This is an optimization exercise on Yosys and OpenROAD, whose aim is small area, not a production implementation. At most, simulation tests tie the RTL to the original design; equivalence was not proved. No driver is modelled on the clock port, so clocking that relies on it looks cheaper here than on a real chip. Power figures rest on the tool's default switching activity, not on a simulated workload.

==> module pong_next, before the edit <==
module pong_next(
		input            resetn,
		input      [3:0] KEY,
		input      [2:0] mode,
		input      [7:0] X,
		input      [6:0] Y,
		input            C,
		input      [6:0] P1, P2, BX, BY,
		input            VXN,
		input      [2:0] VY,
		output reg [2:0] mode_d,
		output reg [7:0] X_d,
		output reg [6:0] Y_d,
		output reg       C_d,
		output reg [6:0] P1_d, P2_d, BX_d, BY_d,
		output reg       VXN_d,
		output reg [2:0] VY_d,
		output     [7:0] x,
		output     [6:0] y,
		output     [2:0] colour,
		output           plot
	);
	function ge8(input [7:0] a, input [7:0] k);
		integer i;
		begin
			ge8 = 1'b1;
			for (i = 0; i < 8; i = i + 1)
				ge8 = k[i] ? (a[i] & ge8) : (a[i] | ge8);
		end
	endfunction
	function le8(input [7:0] a, input [7:0] k);
		integer i;
		begin
			le8 = 1'b1;
			for (i = 0; i < 8; i = i + 1)
				le8 = k[i] ? (~a[i] | le8) : (~a[i] & le8);
		end
	endfunction
	function [7:0] diff7(input [6:0] a, input [6:0] b);
		integer i;
		reg c;
		begin
			c = 1'b0;
			for (i = 0; i < 7; i = i + 1) begin
				diff7[i] = a[i] ^ ~b[i] ^ c;
				c = (a[i] & ~b[i]) | (c & (a[i] ^ ~b[i]));
			end
			diff7[7] = c;
		end
	endfunction
	function [6:0] adds7(input [6:0] a, input [2:0] b);
		integer i;
		reg c, bi;
		begin
			c = 1'b0;
			for (i = 0; i < 7; i = i + 1) begin
				bi = b[(i < 2) ? i : 2];
				adds7[i] = a[i] ^ bi ^ c;
				c = (a[i] & bi) | (c & (a[i] ^ bi));
			end
		end
	endfunction
	function [7:0] inc8(input [7:0] a);
		integer i;
		reg t;
		begin
			t = 1'b1;
			for (i = 0; i < 8; i = i + 1) begin
				inc8[i] = a[i] ^ t;
				t = t & a[i];
			end
		end
	endfunction
	function [6:0] incdec7(input [6:0] a, input en, input dn);
		integer i;
		reg t;
		begin
			t = en;
			for (i = 0; i < 7; i = i + 1) begin
				incdec7[i] = a[i] ^ t;
				t = t & (a[i] ^ dn);
			end
		end
	endfunction
	localparam [2:0] M_UPD   = 3'b000;
	localparam [2:0] M_RESET = 3'b001;
	localparam [2:0] M_D0    = 3'b011;    
	localparam [2:0] M_PAUSE = 3'b100;
	localparam [2:0] M_DRAW  = 3'b101;
	localparam [2:0] M_ERASE = 3'b111;
	wire upd   = ~mode[2] & ~mode[1] & ~mode[0];
	wire m_d0  = ~mode[2] & mode[1];
	wire m_ps  = mode[2] & ~mode[0];
	wire m_er  = mode[2] & mode[1];
	wire y120  = &Y[6:3];               
	wire x160  = X[7] & X[5];           
	wire x159  = X[7] & (&X[4:0]);
	wire dup   = x160 & ~y120;
	wire [7:0] xo = {X[7:6], X[5] & ~dup, X[4:0] | {5{dup}}};
	assign plot   = mode[0];
	assign x      = xo;
	assign y      = Y;
	assign colour = {2'b00, C};
	wire [7:0] xinc = inc8(X);
	wire [7:0] yinc8 = inc8({1'b0, Y});
	wire [6:0] yinc = yinc8[6:0];
	wire       psel = upd ? BX[6] : xo[7];
	wire [6:0] Pm   = psel ? P2 : P1;
	wire [6:0] Am   = upd ? BY : Y;
	wire [7:0] S    = diff7(Am, Pm);        
	wire       pm6  = (Pm[6:3] != 4'd0) | (Pm[2] & Pm[1]);    
	wire       pm7  = (Pm[6:3] != 4'd0) | (&Pm[2:0]);         
	wire [6:0] u    = xo[7:1];
	wire in_bx = (BX != 7'd0) & ((u == BX) | (xo[0] & (xinc[7:1] == BX)));
	wire [7:0] SB   = diff7(Y, BY);         
	wire in_by = (BY[6:1] != 6'd0) & ((Y == BY) | (yinc == BY) | ({1'b0, Y} == {1'b0, BY} + 8'd1));
	wire in_p  = pm6 & ge8(S, 8'd122) & le8(S, 8'd132) &
	             (xo == 8'd3 || xo == 8'd4 || xo == 8'd155 || xo == 8'd156);
	wire f = in_p | (in_bx & in_by);
	wire near6 = ge8(S, 8'd121) & le8(S, 8'd133) & pm6;   
	wire face1 = (BX == 7'd3)  & near6;
	wire face2 = (BX == 7'd76) & ge8(S, 8'd120) & le8(S, 8'd134) & pm7;
	wire side  = ((BX == 7'd2) | (BX == 7'd77)) & near6;
	wire wall  = ((BY == 7'd2) | (BY == 7'd117)) & (BX[6:1] != 6'd0) &
	             ~(BX[6] & (BX[5] | BX[4] | (&BX[3:0])));    
	wire face  = face1 | face2;
	wire up    = face1 ? le8(S, 8'd125) : le8(S, 8'd130);
	wire mid   = face1 & ge8(S, 8'd126) & le8(S, 8'd128);
	wire [2:0] vym = {VY[2] ^ ~(VY[1] | VY[0]), VY[1] ^ ~VY[0], ~VY[0]};   
	wire [2:0] vyp = {VY[2] ^ (VY[1] & VY[0]), VY[1] ^ VY[0], ~VY[0]};      
	reg  [2:0] nVY;
	always @(*) begin
		if (wall | side)  nVY = ~vym;           
		else if (!face)   nVY = VY;
		else if (mid)     nVY = 3'd0;
		else if (up)      nVY = vym;
		else              nVY = vyp;
	end
	wire p1dn = ~KEY[2] & (P1[6:2] != 5'd0);                        
	wire p1up = ~KEY[3] & ~(&P1[6:4] & (P1[3] | P1[2]));            
	wire p2dn = ~KEY[0] & (P2[6:2] != 5'd0);
	wire p2up = ~KEY[1] & ~(&P2[6:4] & (P2[3] | P2[2]));
	always @(*) begin
		mode_d = mode; X_d = X; Y_d = Y; C_d = C; P1_d = P1; P2_d = P2;
		BX_d = BX; BY_d = BY; VXN_d = VXN; VY_d = VY;
		if (!resetn) begin
			mode_d = M_RESET;
			X_d = 8'd156;
			Y_d = 7'd0;
			C_d = 1'b0;
			P1_d = 7'd59;
			P2_d = 7'd59;
			BX_d = 7'd40;
			BY_d = 7'd59;
			VXN_d = 1'b0;
			VY_d = 3'd0;
		end else begin
			P1_d = incdec7(P1, upd & (p1dn | p1up), p1dn);
			P2_d = incdec7(P2, upd & (p2dn | p2up), p2dn);
			BX_d = incdec7(BX, upd, VXN);
			VXN_d = VXN ^ (upd & face & ~wall);
			if (upd) begin
				VY_d = nVY;
				BY_d = adds7(BY, VY);
			end
			case ({mode[2] | mode[1], mode[0]})
				2'b01:   mode_d = M_UPD;                      
				2'b00:   mode_d = X[5] ? M_DRAW : M_D0;       
				default: begin
					if (m_d0) begin
						X_d = 8'd0;
						Y_d = 7'd0;
					end else if (x160) begin
						X_d = (y120 && m_ps) ? 8'd28 : 8'd0;
						Y_d = y120 ? (m_ps ? 7'd82 : 7'd0) : yinc;
					end else
						X_d = xinc;
					if (x159 && y120)
						mode_d = m_er ? M_UPD : m_ps ? M_ERASE : M_PAUSE;
					else if (m_d0)
						mode_d = M_DRAW;
					if (m_er)
						C_d = 1'b0;
					else if (!m_ps && !(x159 && !y120))
						C_d = f;
				end
			endcase
		end
	end
endmodule
clock: 10.0 ns
lec_check: 0
abc_area: 1
cap_margin: 20
core_margin: 2
core_utilization: 40
gpl_timing_driven: 0
slew_margin: 20
standard.sh (not shown) runs the stock make flow with config.mk's settings and CLKGATE_MAP_FILE= SYNTH_SCRIPT=/design/flow/synth_recipe.tcl, a recipe that flattens the netlist after the stock synthesis.
==> flow/flow/run.sh <==
#!/bin/bash
# Own layout flow: the standard synthesis, then an area re-mapping of its
# combinational logic (flip-flops untouched; each candidate is checked
# equivalent to the standard netlist with ABC's cec, and the smallest is kept),
# then the standard layout with buf_1 port buffers and a clock tree of two
# clkbuf_16 buffers (the standard CTS, without dummy loads, as a fallback).
set -euo pipefail
WORK=$(pwd)
FLOWDIR=$WORK/flow
R=$WORK/orfs/results/$FLOW_PLATFORM/GoodButFixBallMotion/base
LIB=$FLOW_HOME/platforms/$FLOW_PLATFORM/lib/sky130_fd_sc_hd__tt_025C_1v80.lib

export BUFFER_PORTS_ARGS="-buffer_cell sky130_fd_sc_hd__buf_1"
export CTS_ARGS="-sink_clustering_enable -repair_clock_nets -dont_use_dummy_load"

bash standard.sh synth > $WORK/synth.log 2>&1

cp $R/1_2_yosys.v $WORK/std_netlist.v
yosys -q -l $WORK/blif_std_netlist.log -p "read_liberty -ignore_miss_func $LIB; read_verilog $WORK/std_netlist.v; hierarchy -top $FLOW_TOP; flatten; opt_clean; techmap; opt_clean; write_blif -gates $WORK/std_netlist.blif" > /dev/null 2>&1

DU=""
for c in $(cat $FLOWDIR/dont_use.txt); do DU="$DU -dont_use $c"; done
NC=${NUM_CORES:-4}
cands=""
for t in $(seq 1 16); do
  ROUND="strash;\&get,-n;\&deepsyn,-T,15,-S,$t;\&put;dch;amap"
  sed -e "s#@LIB@#$LIB#g" -e "s#@IN@#$WORK/std_netlist.v#" -e "s#@TOP@#$FLOW_TOP#g" \
      -e "s#@DONTUSE@#$DU#" -e "s#@OUT@#$WORK/reopt_$t.v#" \
      -e "s#@SCRIPT@#$ROUND;$ROUND;$ROUND;topo#" \
      $FLOWDIR/reopt.ys.in > $WORK/reopt_$t.ys
  ( yosys -l $WORK/reopt_$t.log -q $WORK/reopt_$t.ys > /dev/null 2>&1 &&
    yosys -q -l $WORK/blif_reopt_$t.log -p "read_liberty -ignore_miss_func $LIB; read_verilog $WORK/reopt_$t.v; hierarchy -top $FLOW_TOP; flatten; opt_clean; techmap; opt_clean; write_blif -gates $WORK/reopt_$t.blif" > /dev/null 2>&1 &&
    yosys-abc -c "cec -n $WORK/std_netlist.blif $WORK/reopt_$t.blif" > $WORK/cec_$t.log 2>&1 ) || true &
  cands="$cands $t"
  if (( t % NC == 0 )); then wait; fi
done
wait
best=""
for t in $cands; do
  if [[ -f $WORK/cec_$t.log ]] && grep -q "Networks are equivalent" $WORK/cec_$t.log; then
    a=$(grep "Chip area" $WORK/reopt_$t.log | tail -1 | awk '{print $NF}')
    echo "candidate $t area $a" >> $WORK/reopt_choice.log
    if [[ -z "$best" ]] || awk "BEGIN{exit !($a < $besta)}"; then best=$t; besta=$a; fi
  else
    echo "candidate $t not proven equivalent" >> $WORK/reopt_choice.log
  fi
done
if [[ -n "$best" ]]; then
  echo "using candidate $best" >> $WORK/reopt_choice.log
  cp $WORK/reopt_$best.v $WORK/chosen.v
  # stronger drivers for the nets of highest fanout (the reset), checked again
  if python3 $FLOWDIR/upsize.py $LIB $WORK/reopt_$best.v $WORK/upsized.v 20 $FLOWDIR/dont_use.txt > $WORK/upsize.log 2>&1 &&
     yosys -q -l $WORK/blif_upsized.log -p "read_liberty -ignore_miss_func $LIB; read_verilog $WORK/upsized.v; hierarchy -top $FLOW_TOP; flatten; opt_clean; techmap; opt_clean; write_blif -gates $WORK/upsized.blif" > /dev/null 2>&1 &&
     yosys-abc -c "cec -n $WORK/std_netlist.blif $WORK/upsized.blif" > $WORK/cec_upsized.log 2>&1 &&
     grep -q "Networks are equivalent" $WORK/cec_upsized.log; then
    cp $WORK/upsized.v $WORK/chosen.v
    echo "upsized high-fanout drivers" >> $WORK/reopt_choice.log
  fi
  cp $WORK/chosen.v $R/1_2_yosys.v
  touch $R/1_2_yosys.v
else
  echo "no equivalent candidate, keeping the standard netlist" >> $WORK/reopt_choice.log
fi

# placement, then a clock tree of two strong buffers in place of CTS (the
# standard CTS is kept if its clock slew estimate is too high)
bash standard.sh place > $WORK/place.log 2>&1
if LIB=$LIB IN_ODB=$R/3_place.odb IN_SDC=$R/3_place.sdc OUT_ODB=$WORK/clock.odb OUT_SDC=$WORK/clock.sdc \
   NBUF=2 CLKBUF=sky130_fd_sc_hd__clkbuf_16 CLKNET=CLOCK_50 MAX_SLEW=0.115 \
   openroad -no_init -exit $FLOWDIR/clock.tcl > $WORK/clock.log 2>&1 && [[ -f $WORK/clock.odb && -f $WORK/clock.sdc ]]; then
  cp $WORK/clock.odb $R/4_1_cts.odb
  sleep 1
  cp $WORK/clock.odb $R/4_cts.odb
  sleep 1
  cp $WORK/clock.sdc $R/4_cts.sdc
  echo "own clock tree" >> $WORK/reopt_choice.log
else
  echo "standard CTS" >> $WORK/reopt_choice.log
fi

bash standard.sh > $WORK/layout.log 2>&1
Other scripts of this flow, unchanged in this note and not shown: flow/flow/clock.tcl, flow/flow/dont_use.txt, flow/flow/reopt.ys.in, flow/flow/upsize.py
The baseline ran to the end with no violations.
==> next run, changes <==
--- a/flow/design.v
+++ b/flow/design.v
@@ -150,9 +150,10 @@
 	wire       pm7  = (Pm[6:3] != 4'd0) | (&Pm[2:0]);         
 	wire [6:0] u    = xo[7:1];
 	wire in_bx = (BX != 7'd0) & ((u == BX) | (xo[0] & (xinc[7:1] == BX)));
 	wire [7:0] SB   = diff7(Y, BY);         
-	wire in_by = (BY[6:1] != 6'd0) & ((Y == BY) | (yinc == BY) | ({1'b0, Y} == {1'b0, BY} + 8'd1));
+	wire [7:0] byp  = inc8({1'b0, BY});
+	wire in_by = (BY[6:1] != 6'd0) & ((Y[6:1] == BY[6:1]) | (yinc8[7:1] == byp[7:1]));
 	wire in_p  = pm6 & ge8(S, 8'd122) & le8(S, 8'd132) &
 	             (xo == 8'd3 || xo == 8'd4 || xo == 8'd155 || xo == 8'd156);
 	wire f = in_p | (in_bx & in_by);
 	wire near6 = ge8(S, 8'd121) & le8(S, 8'd133) & pm6;   
What happened: Design area goes up by 0.90%; sequential share of layout area fell by 0.26 points; utilization is higher by 0.17 points; die area grows by 1.0%; wire length is higher by 3.5%; clock skew is about the same; sequential power climbs by about 5%; synthesized area goes up by 1.1%.
Function not checked in the second run of this note: the RTL went through the layout flow alone.

afterwards: timing with drivers on the ports:
The results above use ideal ports. As a check the final layouts listed here were re-extracted and re-timed, cells and wires unchanged.
Step 1 (the two cells are an assumption about what drives the block):
set clk [get_ports {CLOCK_50}]
set_driving_cell -lib_cell sky130_fd_sc_hd__clkbuf_16 $clk
set_driving_cell -lib_cell sky130_fd_sc_hd__buf_2 [delete_from_list [all_inputs] $clk]
Step 2 also shifts input and output timing later by t, the mid clock arrival at the registers, as if the neighbouring blocks saw the same clock.
Slacks: ideal / step 1 / step 2; pairs: ideal / step 1.
| run | shift t [ns] | setup slack, ns | worst data-port slew with drivers (ns) |
|---|---|---|---|
| the first run | 0.212 | 1.984 / 1.983 / 1.983 | 0.03 |
| the second run | 0.213 | 2.990 / 2.990 / 2.990 | 0.03 |
After both steps setup and hold are still met in every run listed. For the first run, which loses most, drivers alone change the setup slack by -0.001 ns; drivers and shift together by -0.001 ns.
